This is an optimization exercise on Yosys and OpenROAD, whose aim is small area and a short achievable clock period, not a production implementation.
No activity file was given, so power comes from the tool's default toggle rates.

## v6
==> flow/design.v <==
`timescale 1ns / 1ps
module top_module(
    input clk,
    input rst,
    input [15:0] sw,
    input btnC,
    output reg [6:0] seg,
    output reg [3:0] an,
    output reg bitti,
    output [1:0] p
    );
    reg btnC_prev;
    reg s0, p0, sira, p1;
    reg [15:0] sayi0, sayi1;
    reg [15:0] m;
    assign p = {p1, p0};
    wire gir = btnC & ~btnC_prev;
    wire cmp = gir & s0 & ~bitti;
    wire [15:0] tah = p0 ? 16'd0 : sw;
    wire [15:0] sa = sira ? sayi0 : sayi1;
    reg [15:0] m_n;
    integer i, j;
    always @(*)
        for (i = 0; i < 4; i = i + 1)
            for (j = 0; j < 4; j = j + 1)
                m_n[4*i+j] = tah[4*i +: 4] == sa[4*j +: 4];
    always @(posedge clk) begin
        if (rst) begin
            btnC_prev <= 1'b0;
            s0 <= 1'b0;
            p0 <= 1'b1;
            sira <= 1'b0;
            p1 <= 1'b1;
            bitti <= 1'b0;
        end else begin
            btnC_prev <= btnC;
            if (gir) begin
                s0 <= 1'b1;
                if (s0) p0 <= 1'b0;
                sira <= ~sira;
            end
            if (cmp) begin
                p1 <= ~sira;
                if (m_n[0] & m_n[5] & m_n[10] & m_n[15]) bitti <= 1'b1;
            end
        end
    end
    always @(posedge clk) begin
        if (!s0) sayi0 <= sw;
        if (p0) sayi1 <= sw;
        if (cmp) m <= m_n;
    end
    wire [2:0] bull = p0 ? 3'd0 : m[0] + m[5] + m[10] + m[15];
    wire [3:0] cow = p0 ? 4'd0 :
        m[1] + m[2] + m[3] + m[4] + m[6] + m[7] +
        m[8] + m[9] + m[11] + m[12] + m[13] + m[14];
    function [6:0] hex(input [3:0] v);
        case (v)
            4'h0: hex = 7'b000_0001;
            4'h1: hex = 7'b100_1111;
            4'h2: hex = 7'b001_0010;
            4'h3: hex = 7'b000_0110;
            4'h4: hex = 7'b100_1100;
            4'h5: hex = 7'b010_0100;
            4'h6: hex = 7'b010_0000;
            4'h7: hex = 7'b000_1111;
            4'h8: hex = 7'b000_0000;
            4'h9: hex = 7'b000_0100;
            4'hA: hex = 7'b000_1000;
            4'hB: hex = 7'b110_0000;
            4'hC: hex = 7'b011_0001;
            4'hD: hex = 7'b100_0010;
            4'hE: hex = 7'b011_0000;
            default: hex = 7'b011_1000;
        endcase
    endfunction
    always @(posedge clk) begin
        if (rst) begin
            an <= 4'b1111;
            seg <= 7'b000_0000;
        end else if (!an[0]) begin
            an <= 4'b1101;
            seg <= 7'b011_0001;
        end else if (!an[1]) begin
            an <= 4'b1011;
            seg <= hex({1'b0, bull});
        end else if (!an[2]) begin
            an <= 4'b0111;
            seg <= 7'b110_0000;
        end else begin
            an <= 4'b1110;
            seg <= hex(cow);
        end
    end
endmodule
export LEC_CHECK = 0
export CAP_MARGIN = 20
export CORE_MARGIN = 2
export CORE_UTILIZATION = 40
export SLEW_MARGIN = 20
create_clock -name core_clock -period 12.5 [get_ports {clk}]
standard.sh (not shown) runs the stock make flow with config.mk's settings and CLKGATE_MAP_FILE= SYNTH_SCRIPT=/design/flow/synth_recipe.tcl, a recipe that flattens the netlist after the stock synthesis.
==> flow/flow/run.sh <==
#!/bin/bash
# Standard ORFS layout, with plain buffers (not delay cells) on the ports.
set -euo pipefail
bash standard.sh synth > synth.log 2>&1
bash standard.sh "BUFFER_PORTS_ARGS=-buffer_cell sky130_fd_sc_hd__buf_1" finish > layout.log 2>&1
Inputs modified between v6 and v7:
--- a/flow/design.v
+++ b/flow/design.v
@@ -8,17 +8,19 @@
     output reg [3:0] an,
     output reg bitti,
     output [1:0] p
     );
     reg btnC_prev;
-    reg s0, p0, sira, p1;
+    reg s0, sira, p0, p1;
+    reg s1n;             
+    reg arm;             
     reg [15:0] sayi0, sayi1;
     reg [15:0] m;
     assign p = {p1, p0};
     wire gir = btnC & ~btnC_prev;
-    wire cmp = gir & s0 & ~bitti;
-    wire [15:0] tah = p0 ? 16'd0 : sw;
+    wire cmp = btnC & arm;
+    wire [15:0] tah = s1n ? 16'd0 : sw;
     wire [15:0] sa = sira ? sayi0 : sayi1;
     reg [15:0] m_n;
     integer i, j;
     always @(*)
         for (i = 0; i < 4; i = i + 1)
@@ -27,35 +29,52 @@
     always @(posedge clk) begin
         if (rst) begin
             btnC_prev <= 1'b0;
             s0 <= 1'b0;
             p0 <= 1'b1;
+            s1n <= 1'b1;
             sira <= 1'b0;
             p1 <= 1'b1;
             bitti <= 1'b0;
+            arm <= 1'b0;
         end else begin
             btnC_prev <= btnC;
+            arm <= ~btnC & s0 & ~bitti;
             if (gir) begin
                 s0 <= 1'b1;
-                if (s0) p0 <= 1'b0;
+                if (s0) begin
+                    p0 <= 1'b0;
+                    s1n <= 1'b0;
+                end
                 sira <= ~sira;
             end
             if (cmp) begin
                 p1 <= ~sira;
                 if (m_n[0] & m_n[5] & m_n[10] & m_n[15]) bitti <= 1'b1;
             end
         end
     end
     always @(posedge clk) begin
         if (!s0) sayi0 <= sw;
-        if (p0) sayi1 <= sw;
+        if (s1n) sayi1 <= sw;
         if (cmp) m <= m_n;
     end
-    wire [2:0] bull = p0 ? 3'd0 : m[0] + m[5] + m[10] + m[15];
-    wire [3:0] cow = p0 ? 4'd0 :
-        m[1] + m[2] + m[3] + m[4] + m[6] + m[7] +
-        m[8] + m[9] + m[11] + m[12] + m[13] + m[14];
+    wire [2:0] bull = s1n ? 3'd0 : m[0] + m[5] + m[10] + m[15];
+    wire [3:0] rs, rc;
+    genvar r;
+    generate
+        for (r = 0; r < 4; r = r + 1) begin : row
+            wire a = m[4*r + (r+1)%4];
+            wire b = m[4*r + (r+2)%4];
+            wire c = m[4*r + (r+3)%4];
+            assign rs[r] = a ^ b ^ c;
+            assign rc[r] = (a & b) | (a & c) | (b & c);
+        end
+    endgenerate
+    wire [2:0] ss = (rs[0] + rs[1]) + (rs[2] + rs[3]);
+    wire [2:0] sc = (rc[0] + rc[1]) + (rc[2] + rc[3]);
+    wire [3:0] cow = s1n ? 4'd0 : ss + {sc, 1'b0};
     function [6:0] hex(input [3:0] v);
         case (v)
             4'h0: hex = 7'b000_0001;
             4'h1: hex = 7'b100_1111;
             4'h2: hex = 7'b001_0010;
--- outcome ---
- Against v6, v7 comes in 1.5% higher on sequential cell count.
- v7 ends up with lower required time at the worst-slack endpoint than v6 does.
- Latest clock arrival within the worst-skew pair: v6 vs v7 — no meaningful difference
- Multi-input logic area went up by a few percent going from v6 to v7.
- On count of nets after finishing, the lower figure sits with v6, not v7.
- On v7: fmax is 13% higher than what v6 gave.
- As of v7, total routed wirelength had risen by a little under 10% compared to v6.
- | area enclosed by the die boundary | v7 vs v6 | worse |
- v7 vs v6: area taken by flip-flops and latches up in v7
- v7 vs. v6: fraction of standard cell area that is sequential lower; post-detailed-route DRC marker count roughly the same; share of total power consumed by net switching lower.
- Measured against each other, v7 and v6 differ in worst-case setup margin in the final layout, the higher figure coming from v7.
- Diff v7 and v6: met2 routed wirelength higher in v7
Function was not checked in any run of this note: the RTL went through the layout flow alone.

==> separate check: timing with driven ports <==
The flow's constraints put no driver on any port. The routed layouts listed below were extracted and timed again, unchanged, in two steps. Step 1 (the two cells are an assumption about what drives the block):
set clk [get_ports {clk}]
set_driving_cell -lib_cell sky130_fd_sc_hd__clkbuf_16 $clk
set_driving_cell -lib_cell sky130_fd_sc_hd__buf_2 [delete_from_list [all_inputs] $clk]
Step 2 adds t to the input delays and takes it off the output delays; t is the mean of the earliest and latest rising clock arrival at the registers after step 1. Input paths then give back, and output paths get back, about the clock's delay inside the block. Slacks: ideal / step 1 / step 2; pairs: ideal / step 1.
run | t (ns) | setup slack, ns | worst setup path at the end | clock arrival spread, ns
v6 | 0.374 | 8.032 / 8.032 / 8.032 | register to register | 0.008 / 0.008
v7 | 0.373 | 8.558 / 8.525 / 8.559 | input to register | 0.013 / 0.013
After both steps setup and hold are still met in every run listed.
